Background: an optimization exercise with open tools, aiming at small area. Do not read the settings as production practice.
Where RTL was checked, it was by simulation tests only, not by an equivalence proof against the original.
Power and IR drop assume default switching activity.

## TR
Design SPI_Slave, start of the top module:
module SPI_Slave
	#(parameter	DataWidth	= 8,
				BuferSize	= 32)
	(input logic					i_SCK, i_NRESET,
	input logic						i_NCE,
	input logic						i_MOSI,
	output logic					o_MISO,
	input logic[(DataWidth - 1):0]	i_WriteData,
	output logic[(DataWidth - 1):0]	o_ReadData);
Size in the first run: roughly 1200 cells after synthesis, roughly 320 flip-flops, about 21 I/O pins, about 12000 sq um of cells after synthesis.
==> module SPI_And2, before the edit <==
module SPI_And2 (input logic a, b, output logic y);
	assign y = a & b;
endmodule
==> module SPI_OrNot, before the edit <==
module SPI_OrNot (input logic a, b, output logic y);
	assign y = a | ~b;
endmodule
==> module SPI_DecoderHigh, before the edit <==
module SPI_DecoderHigh
	(input logic[4:0]	a, a_n,
	input logic[31:0]	v,
	output logic[31:0]	y);
	logic[3:0]	lo;
	logic[7:0]	hi;
	genvar i;
	generate
		for (i = 0; i < 4; i++)
		begin : g_lo
			SPI_And2 u_lo (.a(i[0] ? a[0] : a_n[0]), .b(i[1] ? a[1] : a_n[1]), .y(lo[i]));
		end
		for (i = 0; i < 8; i++)
		begin : g_hi
			SPI_And3 u_hi (.a(i[0] ? a[2] : a_n[2]), .b(i[1] ? a[3] : a_n[3]), .c(i[2] ? a[4] : a_n[4]), .y(hi[i]));
		end
		for (i = 0; i < 32; i++)
		begin : g_y
			SPI_And3 u_y (.a(lo[i % 4]), .b(hi[i / 4]), .c(v[i]), .y(y[i]));
		end
	endgenerate
endmodule
==> module SPI_Slave, before the edit <==
module SPI_Slave
	#(parameter	DataWidth	= 8,
				BuferSize	= 32)
	(input logic					i_SCK, i_NRESET,
	input logic						i_NCE,
	input logic						i_MOSI,
	output logic					o_MISO,
	input logic[(DataWidth - 1):0]	i_WriteData,
	output logic[(DataWidth - 1):0]	o_ReadData);
	logic[4:0]		P, C;
	logic[2:0]		K;
	logic[7:0]		W;
	logic[7:0]		s_DataBufer[0:31];
	logic[7:0]		s_Next[0:31];
	logic[31:0]		s_Valid, s_ValidNext;
	logic			s_MISO;
	logic[7:0]		s_ReadData_Reg;
	logic[4:0]		S, RdAddr, WrAddr;
	logic			WrGo;
	logic[31:0]		RdSel, WrEn_n;
	logic[7:0]		RdByte, RdMerged, WrByteN;
	logic[31:0]		Column[0:7];
	logic			CS_live;
	assign S = P + 5'd1;
	assign RdAddr = i_NCE ? C : P;
	assign WrAddr = i_NCE ? C : S;
	assign WrGo = i_NCE | (K == 3'd0);
	SPI_DecoderHigh u_rd_dec (.a(RdAddr), .a_n(~RdAddr), .v(s_Valid), .y(RdSel));
	SPI_DecoderLow u_wr_dec (.a(WrAddr), .a_n(~WrAddr), .en(WrGo), .y_n(WrEn_n));
	assign WrByteN = ~(i_NCE ? i_WriteData : {W[7:1], i_MOSI});
	genvar gi, gj;
	generate
		for (gi = 0; gi < 32; gi++)
		begin : g_valid
			SPI_OrNot u_valid (.a(s_Valid[gi]), .b(WrEn_n[gi]), .y(s_ValidNext[gi]));
		end
		for (gj = 0; gj < 8; gj++)
		begin : g_col
			for (gi = 0; gi < 32; gi++)
			begin : g_bit
				assign Column[gj][gi] = s_DataBufer[gi][gj];
				SPI_BitUpdate u_upd (.en_n(WrEn_n[gi]), .dn(WrByteN[gj]), .q(s_DataBufer[gi][gj]), .nq(s_Next[gi][gj]));
			end
			SPI_ColumnRead u_rd (.sel(RdSel), .d(Column[gj]), .o(RdByte[gj]));
		end
	endgenerate
	assign CS_live = (C == S);
	always_comb
		for (int j = 0; j < 8; j++)
			RdMerged[j] = (CS_live && (j > K)) ? W[j] : RdByte[j];
	always_ff	@(posedge i_SCK, negedge i_NRESET)
	begin
		if (~i_NRESET)
		begin
			s_Valid <= 32'b0;
			P <= 5'd31;
			C <= 5'd0;
			K <= 3'd7;
		end
		else
		begin
			s_Valid <= s_ValidNext;
			if (i_NCE)
				C <= C + 5'd1;
			else
			begin
				K <= K - 3'd1;
				if (K == 3'd0)	P <= S;
			end
		end
	end
	always_ff	@(posedge i_SCK)
		for (int i = 0; i < 32; i++)	s_DataBufer[i] <= s_Next[i];
	always_ff	@(posedge i_SCK)
	begin
		if (i_NCE)
		begin
			if (CS_live)	W <= i_WriteData;
		end
		else
			W[K] <= i_MOSI;
	end
	always_ff	@(posedge i_SCK)
	begin
		if (i_NRESET)
		begin
			if (~i_NCE)
				s_MISO <= RdByte[K];
			else
				s_ReadData_Reg <= RdMerged;
		end
	end
	assign o_MISO = s_MISO;
	assign o_ReadData = s_ReadData_Reg;
endmodule
make LEC_CHECK=0 CAP_MARGIN=20 CORE_MARGIN=2 CORE_UTILIZATION=55 CTS_BUF_LIST=sky130_fd_sc_hd__clkbuf_16 CTS_CLUSTER_DIAMETER=100 CTS_CLUSTER_SIZE=30 SLEW_MARGIN=20 SYNTH_HIERARCHICAL=1 finish   # period 6.0 ns
run.sh (not shown) runs the stock make flow with config.mk's settings and CLKGATE_MAP_FILE= SYNTH_SCRIPT=/design/flow/synth_recipe.tcl, a recipe that flattens the netlist after the stock synthesis.
TR completed every stage of the flow, and the final layout passed the timing, design-rule and antenna checks.
### TR -> AL
-- flow/design.v --
<<< TR, line 1
module SPI_Nand2 (input logic a, b, output logic y);
	assign y = ~(a & b);
endmodule
module SPI_And2 (input logic a, b, output logic y);
	assign y = a & b;
endmodule
module SPI_OrNot (input logic a, b, output logic y);
	assign y = a | ~b;
endmodule
module SPI_Nand3 (input logic a, b, c, output logic y);
>>> AL, line 1
module SPI_Nand2 (input logic a, b, output logic y);
	assign y = ~(a & b);
endmodule
module SPI_Nand3 (input logic a, b, c, output logic y);
<<< TR, line 56
module SPI_DecoderHigh
	(input logic[4:0]	a, a_n,
	input logic[31:0]	v,
	output logic[31:0]	y);
	logic[3:0]	lo;
	logic[7:0]	hi;
	genvar i;
	generate
		for (i = 0; i < 4; i++)
		begin : g_lo
			SPI_And2 u_lo (.a(i[0] ? a[0] : a_n[0]), .b(i[1] ? a[1] : a_n[1]), .y(lo[i]));
		end
		for (i = 0; i < 8; i++)
		begin : g_hi
			SPI_And3 u_hi (.a(i[0] ? a[2] : a_n[2]), .b(i[1] ? a[3] : a_n[3]), .c(i[2] ? a[4] : a_n[4]), .y(hi[i]));
		end
		for (i = 0; i < 32; i++)
		begin : g_y
			SPI_And3 u_y (.a(lo[i % 4]), .b(hi[i / 4]), .c(v[i]), .y(y[i]));
		end
	endgenerate
>>> AL, line 50
module SPI_DecoderHigh
	(input logic[4:0]	a, a_n,
	output logic[31:0]	y);
	logic[3:0]	lo_n;
	logic[7:0]	hi_n;
	genvar i;
	generate
		for (i = 0; i < 4; i++)
		begin : g_lo
			SPI_Nand2 u_lo (.a(i[0] ? a[0] : a_n[0]), .b(i[1] ? a[1] : a_n[1]), .y(lo_n[i]));
		end
		for (i = 0; i < 8; i++)
		begin : g_hi
			SPI_Nand3 u_hi (.a(i[0] ? a[2] : a_n[2]), .b(i[1] ? a[3] : a_n[3]), .c(i[2] ? a[4] : a_n[4]), .y(hi_n[i]));
		end
		for (i = 0; i < 32; i++)
		begin : g_y
			SPI_Nor2 u_y (.a(lo_n[i % 4]), .b(hi_n[i / 4]), .y(y[i]));
		end
	endgenerate
<<< TR, line 112
	logic[7:0]		s_DataBufer[0:31];
	logic[7:0]		s_Next[0:31];
	logic[31:0]		s_Valid, s_ValidNext;
	logic			s_MISO;
	logic[7:0]		s_ReadData_Reg;
>>> AL, line 105
	logic[7:0]		s_DataBufer[0:31];
	logic[7:0]		s_Next[0:31];
	logic			s_MISO;
	logic[7:0]		s_ReadData_Reg;
<<< TR, line 125
	assign WrAddr = i_NCE ? C : S;
	assign WrGo = i_NCE | (K == 3'd0);
	SPI_DecoderHigh u_rd_dec (.a(RdAddr), .a_n(~RdAddr), .v(s_Valid), .y(RdSel));
	SPI_DecoderLow u_wr_dec (.a(WrAddr), .a_n(~WrAddr), .en(WrGo), .y_n(WrEn_n));
	assign WrByteN = ~(i_NCE ? i_WriteData : {W[7:1], i_MOSI});
	genvar gi, gj;
	generate
		for (gi = 0; gi < 32; gi++)
		begin : g_valid
			SPI_OrNot u_valid (.a(s_Valid[gi]), .b(WrEn_n[gi]), .y(s_ValidNext[gi]));
		end
		for (gj = 0; gj < 8; gj++)
		begin : g_col
>>> AL, line 117
	assign WrAddr = i_NCE ? C : S;
	assign WrGo = i_NCE | (K == 3'd0);
	SPI_DecoderHigh u_rd_dec (.a(RdAddr), .a_n(~RdAddr), .y(RdSel));
	SPI_DecoderLow u_wr_dec (.a(WrAddr), .a_n(~WrAddr), .en(WrGo), .y_n(WrEn_n));
	assign WrByteN = ~(i_NCE ? i_WriteData : {W[7:1], i_MOSI});
	genvar gi, gj;
	generate
		for (gj = 0; gj < 8; gj++)
		begin : g_col
<<< TR, line 152
		if (~i_NRESET)
		begin
			s_Valid <= 32'b0;
			P <= 5'd31;
			C <= 5'd0;
>>> AL, line 140
		if (~i_NRESET)
		begin
			for (int i = 0; i < 32; i++)	s_DataBufer[i] <= 8'b0;
			P <= 5'd31;
			C <= 5'd0;
<<< TR, line 159
		else
		begin
			s_Valid <= s_ValidNext;
			if (i_NCE)
				C <= C + 5'd1;
>>> AL, line 147
		else
		begin
			for (int i = 0; i < 32; i++)	s_DataBufer[i] <= s_Next[i];
			if (i_NCE)
				C <= C + 5'd1;
<<< TR, line 169
		end
	end
	always_ff	@(posedge i_SCK)
		for (int i = 0; i < 32; i++)	s_DataBufer[i] <= s_Next[i];
	always_ff	@(posedge i_SCK)
	begin
>>> AL, line 157
		end
	end
	always_ff	@(posedge i_SCK)
	begin
## What came out
- Via count of AL falls short of that of TR slightly.
- Area of the die in AL is about 1.5% higher than in TR
- Between TR and AL, the gate count after technology mapping is higher for TR.
- AL gives more met1 track utilization from global routing than TR did.
- Sequential share of cell area in AL vs TR: up 3.0 points
- Of TR and AL, the run reporting the higher clock power was TR.
- Against TR, number of flip-flops and latches in AL fell by more than 10%.
- Summary of AL over TR: first-pass GRT wire length rose 6.8%, hold slack rose 37 ps.
- Of TR and AL, the run reporting the lower final core utilization was AL.
Function not checked in AL: the RTL went through the layout flow alone.

## afterwards: timing with drivers on the ports
The results above use ideal ports. As a check the final layouts listed here were re-extracted and re-timed, cells and wires unchanged.
Step 1: set_driving_cell puts a clkbuf_16 on i_SCK and a buf_2 on each other input, an assumption about the parent block.
Step 2 adds t to the input delays and takes it off the output delays; t is the mean of the earliest and latest rising clock arrival at the registers after step 1. Input paths then give back, and output paths get back, about the clock's delay inside the block.
a / b / c = ideal / step 1 / step 2; a / b = the first two.
| run | shift t [ns] | setup WS [ns] | worst hold slack (ns) | pins driven straight from the clock port |
|---|---|---|---|---|
| TR | 0.542 | 1.608 / 1.628 / 1.085 | 0.465 / 0.465 / 0.465 | 1 |
| AL | 0.544 | 1.964 / 1.990 / 1.446 | 0.501 / 0.501 / 0.501 | 1 |
After both steps every run listed still meets setup and hold. The setup slack of TR, which loses most, moves by +0.020 ns with the drivers and by -0.523 ns with both steps.
